This is an optimization exercise on Yosys and OpenROAD, whose aim is small area, a short achievable clock period and few clock cycles, not a production implementation. Where RTL was checked, it was by simulation tests only, not by an equivalence proof against the original.

==> flow/design.v (excerpt) <==
module keccak(clk, reset, in, in_ready, is_last, byte_num, buffer_full, out, out_ready);
    input              clk, reset;
    input      [31:0]  in;
    input              in_ready, is_last;
    input      [1:0]   byte_num;
    output             buffer_full;
    output     [511:0] out;
    output reg         out_ready;
    reg       [1599:0] st;      
    reg        [17:0]  wsel;    
    reg        [55:0]  gsel;    
    reg        [4:0]   rnd;     
    reg                perm;    
    reg                fin;     
    reg                bf;      
    wire               accept = in_ready & ~bf;
    wire               blk_end = accept & (is_last | wsel[17]);
    wire               last_rnd = perm & (rnd == 5'd23);
    wire               spec = accept & is_last & (byte_num == 2'd0);
    wire               perm_n = blk_end | (perm & ~last_rnd);
    wire               go = perm | spec;    
    wire               fin_n = fin | (accept & is_last);
    wire       [31:0]  word, w;
    wire       [63:0]  rc;
    wire     [1599:0]  bo, absorbed, st_next;
    wire       [6:0]   b0r;
    wire       [63:0]  p, h;    
    assign buffer_full = bf;
    padder1 padder1_ (in, is_last, byte_num, word);
    assign w = {word[7:0], word[15:8], word[23:16], word[31:24]};
    rconst rconst_ (rnd, rc);
    round  round_  (st, spec, gsel, rc, bo, b0r);
    function [17:0] gmk;
        input integer k;
        case (k)
          0: gmk = 18'h00100;
          1: gmk = 18'h00101;
          2: gmk = 18'h00200;
          3: gmk = 18'h00202;
          4: gmk = 18'h00401;
          5: gmk = 18'h00405;
          6: gmk = 18'h00500;
          7: gmk = 18'h00802;
          8: gmk = 18'h0080a;
          9: gmk = 18'h00a00;
          10: gmk = 18'h01004;
          11: gmk = 18'h01014;
          12: gmk = 18'h01104;
          13: gmk = 18'h01105;
          14: gmk = 18'h01401;
          15: gmk = 18'h01504;
          16: gmk = 18'h02008;
          17: gmk = 18'h02028;
          18: gmk = 18'h02208;
          19: gmk = 18'h0220a;
          20: gmk = 18'h02802;
          21: gmk = 18'h02a08;
          22: gmk = 18'h04010;
          23: gmk = 18'h04050;
          24: gmk = 18'h04110;
          25: gmk = 18'h04150;
          26: gmk = 18'h04411;
  ...
For scale: about 12000 cells after synthesis, roughly 550 I/O pins.
export LEC_CHECK = 0
export CAP_MARGIN = 30
export CORE_MARGIN = 2
export CORE_UTILIZATION = 40
export GPL_ROUTABILITY_DRIVEN = 0
export GPL_TIMING_DRIVEN = 1
export PLACE_DENSITY = 0.5
export SETUP_SLACK_MARGIN = 2.5
export SLEW_MARGIN = 30
export SYNTH_HIERARCHICAL = 1
create_clock -name core_clock -period 5.5 [get_ports {clk}]
standard.sh (not shown) runs the stock make flow with config.mk's settings and CLKGATE_MAP_FILE= SYNTH_SCRIPT=/design/flow/synth_recipe.tcl, a recipe that flattens the netlist after the stock synthesis.
==> flow/flow/run.sh <==
#!/bin/bash
# The standard ORFS flow (the standard.sh), with plain buffers instead of
# delay cells on the ports and a clock tree without dummy loads. The make output
# goes to flow.log; each ORFS step keeps its own log under orfs/logs.
set -euo pipefail
export BUFFER_PORTS_ARGS="-buffer_cell sky130_fd_sc_hd__buf_2"
export CTS_ARGS="-sink_clustering_enable -repair_clock_nets -dont_use_dummy_load -sink_clustering_size 20 -sink_clustering_max_diameter 80"
bash standard.sh > flow.log 2>&1
The first run went through all stages and came out clean.
Rerun with:
--- a/flow/flow/run.sh
+++ b/flow/flow/run.sh
@@ -5,4 +5,5 @@
 set -euo pipefail
 export BUFFER_PORTS_ARGS="-buffer_cell sky130_fd_sc_hd__buf_2"
+export GLOBAL_PLACEMENT_ARGS="-timing_driven_nets_percentage 50 -timing_driven_net_weight_max 5"
 export CTS_ARGS="-sink_clustering_enable -repair_clock_nets -dont_use_dummy_load -sink_clustering_size 20 -sink_clustering_max_diameter 80"
 bash standard.sh > flow.log 2>&1
Settings changed: GPL_ROUTABILITY_DRIVEN 0 to 1.
What happened:
- sequential share of layout area stays flat
- setup slack gains 0.085 ns
- hold slack improved by 0.0095 ns
- wire length grows by a few percent
- via count shrinks slightly
- synthesized cell count is unchanged
- global-route usage goes up by 4.2 points
- clock-buffer cell count grows by 10
- die area is unchanged
Rerun with:
--- a/flow/flow/run.sh
+++ b/flow/flow/run.sh
@@ -5,5 +5,4 @@
 set -euo pipefail
 export BUFFER_PORTS_ARGS="-buffer_cell sky130_fd_sc_hd__buf_2"
-export GLOBAL_PLACEMENT_ARGS="-timing_driven_nets_percentage 50 -timing_driven_net_weight_max 5"
 export CTS_ARGS="-sink_clustering_enable -repair_clock_nets -dont_use_dummy_load -sink_clustering_size 20 -sink_clustering_max_diameter 80"
 bash standard.sh > flow.log 2>&1
Fmax shrinks by 4.1%.
Utilization went up by 0.93 points.
Cell area rose by 1.7%.
Count of clock-buffer cells in the layout came out lower by 2.
Non-clock buffer count climbs by 129.
Hold slack gets worse by 0.0067 ns.
Setup slack is worse by 0.14 ns.
No functional check of the RTL was part of any run of this note.


## build 17
keccak, a different RTL version from the one above (not shown whole).
Size: ~550 I/O pins, roughly 120000 µm² of cells after synthesis.
Settings: LEC_CHECK=0, CAP_MARGIN=30, CORE_MARGIN=2, CORE_UTILIZATION=40, GPL_ROUTABILITY_DRIVEN=1, GPL_TIMING_DRIVEN=1, PLACE_DENSITY=0.5, SETUP_SLACK_MARGIN=2.5, SLEW_MARGIN=30, SYNTH_HIERARCHICAL=1; clock period 5.5 ns.
==> flow/flow/run.sh <==
#!/bin/bash
# The standard ORFS flow (the standard.sh): synthesis unchanged, then the
# layout with plain buffers instead of delay cells on the ports, a clock tree
# without dummy loads, and no x4 XOR cells (timing repair buffers long nets
# instead). The make output goes to synth.log and flow.log; each ORFS step keeps
# its own log under orfs/logs.
set -euo pipefail
bash standard.sh synth > synth.log 2>&1
# the platform's don't-use list plus the x4 XOR cells
dont=$(python3 -c 'import re,sys; s=open(sys.argv[1]).read(); m=re.search(r"export DONT_USE_CELLS \+=((?:.*\\\n)*.*\n)", s); print(" ".join(m.group(1).replace("\\\n", " ").split()))' "$FLOW_HOME/platforms/sky130hd/config.mk")
dont="$dont sky130_fd_sc_hd__xor2_4 sky130_fd_sc_hd__xnor2_4"
echo "DONT_USE_CELLS=$dont" > dont_use.log
export BUFFER_PORTS_ARGS="-buffer_cell sky130_fd_sc_hd__buf_2"
export GLOBAL_PLACEMENT_ARGS="-timing_driven_nets_percentage 50 -timing_driven_net_weight_max 5"
export CTS_ARGS="-sink_clustering_enable -repair_clock_nets -dont_use_dummy_load -sink_clustering_size 20 -sink_clustering_max_diameter 80"
bash standard.sh "DONT_USE_CELLS=$dont" finish > flow.log 2>&1
Testbench counts of build 17, summed over its fixed seeds: cycles 7,376.
Modified inputs, build 31 compared to build 17
==> flow/flow/run.sh <==
#!/bin/bash
# The standard ORFS flow (the standard.sh), with plain buffers instead of
# delay cells on the ports and a clock tree without dummy loads. The make output
# goes to flow.log; each ORFS step keeps its own log under orfs/logs.
set -euo pipefail
export BUFFER_PORTS_ARGS="-buffer_cell sky130_fd_sc_hd__buf_2"
export CTS_ARGS="-sink_clustering_enable -repair_clock_nets -dont_use_dummy_load -sink_clustering_size 20 -sink_clustering_max_diameter 80"
bash standard.sh > flow.log 2>&1
==> summary.txt <==
In the final design statistics, build 31 uses fewer standard cells in total than build 17.
Detailed-route wire length per cell shrinks slightly when moving from build 17 to build 31.
Build 17 and build 31 ended up with roughly the same register-to-register slack.
Against build 17, build 31 reports a detailed-route wire length that is lower.
Comparing share of cell area taken by flip-flops and latches for build 31 and build 17, the smaller number came from build 31.
Input changes introduced in build 32 (baseline for comparison: build 31):
- a change of GPL_ROUTABILITY_DRIVEN from 1 to 0
- a change of SETUP_SLACK_MARGIN from 2.5 to 2.75
==> flow/flow/run.sh <==
#!/bin/bash
# The standard ORFS flow (the standard.sh): synthesis unchanged, then the
# layout with plain buffers instead of delay cells on the ports, a clock tree
# without dummy loads, and no x4 XOR cells (timing repair buffers long nets
# instead). The make output goes to synth.log and flow.log; each ORFS step keeps
# its own log under orfs/logs.
set -euo pipefail
bash standard.sh synth > synth.log 2>&1
# the platform's don't-use list plus the x4 XOR cells
dont=$(python3 -c 'import re,sys; s=open(sys.argv[1]).read(); m=re.search(r"export DONT_USE_CELLS \+=((?:.*\\\n)*.*\n)", s); print(" ".join(m.group(1).replace("\\\n", " ").split()))' "$FLOW_HOME/platforms/sky130hd/config.mk")
dont="$dont sky130_fd_sc_hd__xor2_4 sky130_fd_sc_hd__xnor2_4 sky130_fd_sc_hd__buf_12 sky130_fd_sc_hd__buf_16 sky130_fd_sc_hd__xor2_2 sky130_fd_sc_hd__xnor2_2"
echo "DONT_USE_CELLS=$dont" > dont_use.log
export BUFFER_PORTS_ARGS="-buffer_cell sky130_fd_sc_hd__buf_2"
export GLOBAL_PLACEMENT_ARGS="-timing_driven_nets_percentage 100 -timing_driven_net_weight_max 8 -timing_driven_net_reweight_overflow {79 64 49 29 20}"
export SKIP_GATE_CLONING=1
export CTS_ARGS="-sink_clustering_enable -repair_clock_nets -dont_use_dummy_load -sink_clustering_size 20 -sink_clustering_max_diameter 80"
bash standard.sh "DONT_USE_CELLS=$dont" finish > flow.log 2>&1
--- outcome ---
- In summary, build 32 completed successfully, with a layout that passed the timing, DRC and antenna checks.
- Delta (build 32 minus build 31): final standard cell utilization of the core fell 6.5 points, length of routed wiring on met1 fell 37 mm, global-route usage over all layers fell 7.0 points, worst setup slack after layout rose 0.12 ns, normalized max-slew margin rose 0.66 points.
- Build 32: sequential share of layout area 2.9 points above build 31
- Changes observed in build 32 relative to build 31: clock buffer count in the final layout moved down, total cell area at the placement stage now smaller.
Changes in build 61 relative to build 32:
- SETUP_SLACK_MARGIN now 2.5, was 2.75
==> flow/flow/run.sh <==
#!/bin/bash
# The standard ORFS flow (the standard.sh), with plain buffers instead of
# delay cells on the ports and a clock tree without dummy loads. The make output
# goes to flow.log; each ORFS step keeps its own log under orfs/logs.
set -euo pipefail
export BUFFER_PORTS_ARGS="-buffer_cell sky130_fd_sc_hd__buf_2"
export GLOBAL_PLACEMENT_ARGS="-timing_driven_nets_percentage 50 -timing_driven_net_weight_max 5"
export CTS_ARGS="-sink_clustering_enable -repair_clock_nets -dont_use_dummy_load -sink_clustering_size 20 -sink_clustering_max_diameter 80"
bash standard.sh > flow.log 2>&1
==> summary.txt <==
Build 61 ran to completion and came out clean on the timing, DRC and antenna checks. Comparing build 61 and build 32, the higher share of the cycle needed by the critical path after routing was measured on build 61. Per the comparison of build 61 with build 32, global-route met2 utilization rose by 1.4 points; global-route usage over all layers rose by 2.8 points; final area rose by about 12%. st[660] as the timing endpoint of the critical path was reported by build 32, and st[622] by build 61. From build 32 to build 61 the numbers moved as follows: clock network contribution to total cell area fell 0.18 points; worst setup slack fell 0.43 ns; maximum clock frequency fell 12%; overall routed net length rose about 4%.
The following lists how build 47 was set up differently from build 61:
- SETUP_SLACK_MARGIN changed from 2.5 to 2.75
- GPL_ROUTABILITY_DRIVEN changed from 0 to 1
==> flow/flow/run.sh <==
#!/bin/bash
# The standard ORFS flow (the standard.sh): synthesis unchanged, then the
# layout with plain buffers instead of delay cells on the ports, a clock tree
# without dummy loads, and no x4 XOR cells (timing repair buffers long nets
# instead). The make output goes to synth.log and flow.log; each ORFS step keeps
# its own log under orfs/logs.
set -euo pipefail
bash standard.sh synth > synth.log 2>&1
# the platform's don't-use list plus the x4 XOR cells
dont=$(python3 -c 'import re,sys; s=open(sys.argv[1]).read(); m=re.search(r"export DONT_USE_CELLS \+=((?:.*\\\n)*.*\n)", s); print(" ".join(m.group(1).replace("\\\n", " ").split()))' "$FLOW_HOME/platforms/sky130hd/config.mk")
dont="$dont sky130_fd_sc_hd__xor2_4 sky130_fd_sc_hd__xnor2_4 sky130_fd_sc_hd__buf_12 sky130_fd_sc_hd__buf_16 sky130_fd_sc_hd__xor2_2 sky130_fd_sc_hd__xnor2_2"
echo "DONT_USE_CELLS=$dont" > dont_use.log
export BUFFER_PORTS_ARGS="-buffer_cell sky130_fd_sc_hd__buf_2"
export GLOBAL_PLACEMENT_ARGS="-timing_driven_nets_percentage 100 -timing_driven_net_weight_max 8 -timing_driven_net_reweight_overflow {79 64 49 29 20}"
export SKIP_GATE_CLONING=1
export CTS_ARGS="-sink_clustering_enable -repair_clock_nets -dont_use_dummy_load -sink_clustering_size 20 -sink_clustering_max_diameter 80"
bash standard.sh "DONT_USE_CELLS=$dont" finish > flow.log 2>&1
### Flow results
Cmp build 47 vs build 61: number of buffer and inverter stages on the critical path higher in build 47
Build 47 vs build 61, non-clock buffer contribution to total cell area went up by 5.5 points.
Side by side, global-route wire length before repair turned out higher in build 47 than in build 61.
Against build 61, total wire length after detailed routing in build 47 rose by a few percent.
Sort build 61 and build 47 by number of gates resized after CTS, descending, and build 61 comes first.

==> port drivers added, routing unchanged <==
The flow's constraints put no driver on any port. The routed layouts listed below were extracted and timed again, unchanged, in two steps. Step 1 (the two cells are an assumption about what drives the block):
set clk [get_ports {clk}]
set_driving_cell -lib_cell sky130_fd_sc_hd__clkbuf_16 $clk
set_driving_cell -lib_cell sky130_fd_sc_hd__buf_2 [delete_from_list [all_inputs] $clk]
Step 2, shift: input delay + t, output delay - t, t = (earliest + latest rising clock arrival at the registers) / 2. This alone moves slack from input paths to output paths. Slacks: ideal / step 1 / step 2; pairs: ideal / step 1.
run | shift t [ns] | setup slack, ns | worst register clock-pin slew, ns
the first run of note 1 | 1.022 | 2.203 / 2.203 / 1.443 | 0.10 / 0.10
the second run of note 1 | 1.038 | 2.289 / 2.289 / 1.396 | 0.10 / 0.10
the third run of note 1 | 1.048 | 2.152 / 2.247 / 1.204 | 0.10 / 0.10
build 17 | 1.032 | 2.302 / 2.302 / 1.402 | 0.10 / 0.10
build 31 | 1.032 | 2.307 / 2.307 / 1.535 | 0.10 / 0.10
build 32 | 0.999 | 2.423 / 2.423 / 1.728 | 0.10 / 0.10
build 61 | 1.028 | 1.988 / 1.988 / 1.487 | 0.10 / 0.10
build 47 | 1.029 | 2.561 / 2.561 / 1.774 | 0.10 / 0.10
After both steps setup and hold are still met in every run listed. For the third run of note 1, which loses most, drivers alone change the setup slack by +0.095 ns; drivers and shift together by -0.948 ns.
